Background: an optimization exercise with open tools, aiming at small area, a short achievable clock period and few clock cycles per item. Do not read the settings as production practice. Only simulation tests tie the RTL to the original design; equivalence was not proved. No activity file was given, so power comes from the tool's default toggle rates.

beta:
## ControlPID
module ControlPID(dataf_oo,y_k_i,clk_i,dataf_i,reset,coeff_1,coeff_2,coeff_3, ref_i, servo_o
    );
Settings: LEC_CHECK=0, ABC_AREA=1, CAP_MARGIN=20, CORE_MARGIN=2, CORE_UTILIZATION=40, SLEW_MARGIN=20; clock period 12.0 ns.
standard.sh (not shown) runs the stock make flow with config.mk's settings and CLKGATE_MAP_FILE= SYNTH_SCRIPT=/design/flow/synth_recipe.tcl, a recipe that flattens the netlist after the stock synthesis.
==> flow/flow/run.sh <==
#!/bin/bash
# Standard layout with these changes:
#  - synthesis leaves adders to ABC (ADDER_MAP_FILE empty: no full/half-adder
#    cell extraction), so ABC maps the whole datapath itself, with
#    flow/abc.script (flow/synth.tcl wraps synth_recipe.tcl to use it);
#  - the port buffers are buf_2 cells instead of the default choice.
set -euo pipefail
export FLOW_ABC_SCRIPT=$PWD/flow/abc.script
export FLOW_SYNTH_TCL=$PWD/synth_recipe.tcl
bash standard.sh ADDER_MAP_FILE= "BUFFER_PORTS_ARGS=-buffer_cell sky130_fd_sc_hd__buf_2" SYNTH_SCRIPT=$PWD/flow/synth.tcl finish > standard_flow.log 2>&1
==> flow/flow/abc.script <==
strash
dch -f
map -D 4000
topo
stime -c
buffer -c
upsize -c
dnsize -c
==> flow/flow/synth.tcl <==
# The standard flow's synthesis script (synth_recipe.tcl in the work folder), with ABC run
# on the script in $FLOW_ABC_SCRIPT instead of ORFS's abc_area.script.
proc abc {args} {
  set i [lsearch -exact $args -script]
  if {$i >= 0} { set args [lreplace $args [expr {$i + 1}] [expr {$i + 1}] $::env(FLOW_ABC_SCRIPT)] }
  yosys abc {*}$args
}
source $::env(FLOW_SYNTH_TCL)
beta did not stop at any stage, and its layout met the timing, DRC and antenna checks.
Testbench counts of beta, summed over its fixed seeds: cycles 4,800, items 2,400.
## Diff of input files: alpha against beta
==> flow/flow/run.sh <==
#!/bin/bash
# Standard layout with two changes:
#  - synthesis leaves adders to ABC (ADDER_MAP_FILE empty: no full/half-adder
#    cell extraction), so ABC maps the whole datapath itself;
#  - the port buffers are buf_2 cells instead of the default choice.
set -euo pipefail
bash standard.sh ADDER_MAP_FILE= "BUFFER_PORTS_ARGS=-buffer_cell sky130_fd_sc_hd__buf_2" finish > standard_flow.log 2>&1
removed: flow/flow/abc.script
removed: flow/flow/synth.tcl
- Re switching power: beta was higher than alpha.
- Looking at synthesized area across both flows, alpha is the weaker of the two, with beta ahead.
- Looking at worst voltage drop across the vdd grid across both flows, alpha is the stronger of the two, with beta trailing.

---

Another version of the RTL of ControlPID (not shown whole).
Size: ~3300 cells after synthesis, about 73 flip-flops, roughly 76 I/O pins.
export LEC_CHECK = 0
export ABC_AREA = 1
export CAP_MARGIN = 20
export CORE_MARGIN = 2
export CORE_UTILIZATION = 40
export SLEW_MARGIN = 20
create_clock -name core_clock -period 12.0 [get_ports {clk_i}]
==> flow/flow/run.sh <==
#!/bin/bash
# Standard layout with two changes:
#  - synthesis leaves adders to ABC (ADDER_MAP_FILE empty: no full/half-adder
#    cell extraction), so ABC maps the whole datapath itself;
#  - the port buffers are buf_2 cells instead of the default choice;
#  - repair_timing aims for 6 ns of setup slack.
set -euo pipefail
bash standard.sh ADDER_MAP_FILE= "BUFFER_PORTS_ARGS=-buffer_cell sky130_fd_sc_hd__buf_2" SETUP_SLACK_MARGIN=6 finish > standard_flow.log 2>&1
Testbench counts at the start, summed over its fixed seeds: cycles 4,800, items 2,400.
==> next run, changes <==
==> flow/flow/run.sh (replaced) <==
#!/bin/bash
# Standard layout, but synthesis leaves adders to ABC: with ADDER_MAP_FILE
# empty, Yosys does not extract full/half-adder cells, so ABC maps the
# whole datapath itself.
set -euo pipefail
bash standard.sh ADDER_MAP_FILE= finish > standard_flow.log 2>&1
What happened:
- The new run finished with timing, DRC and antenna clean
- cell count decreases by 2.7%
- via count decreases by 2.1%
- hold slack stays flat
- routed wire length decreases by 3.1%
- die area does not change
- first-iteration DRC count decreases by 11%
- final area decreases by 12%

[re-timing with driven ports]
No port has a modelled driver above. Below, the same layouts with a new extraction and two added sets of constraints. Step 1, drivers: a clkbuf_16 drives clk_i and a buf_2 each remaining input, both assumed. Step 2 also shifts input and output timing later by t, the mid clock arrival at the registers, as if the neighbouring blocks saw the same clock. Three values: no drivers, after step 1, after step 2; two values: the first two.
| run | shift t [ns] | setup slack, ns | hold WS [ns] | worst slew at a driven data input, ns |
|---|---|---|---|---|
| beta | 0.358 | 2.637 / 2.666 / 2.307 | 0.551 / 0.551 / 0.551 | 0.06 |
| alpha | 0.348 | 4.159 / 4.184 / 3.836 | 0.560 / 0.560 / 0.560 | 0.06 |
| the first run of note 2 | 0.394 | 5.334 / 5.295 / 5.689 | 0.486 / 0.486 / 0.486 | 0.09 |
| the second run of note 2 | 0.392 | 4.684 / 4.642 / 4.772 | 0.487 / 0.487 / 0.487 | 0.07 |
After both steps every run listed still meets setup and hold. For beta, which loses most, drivers alone change the setup slack by +0.029 ns; drivers and shift together by -0.330 ns.
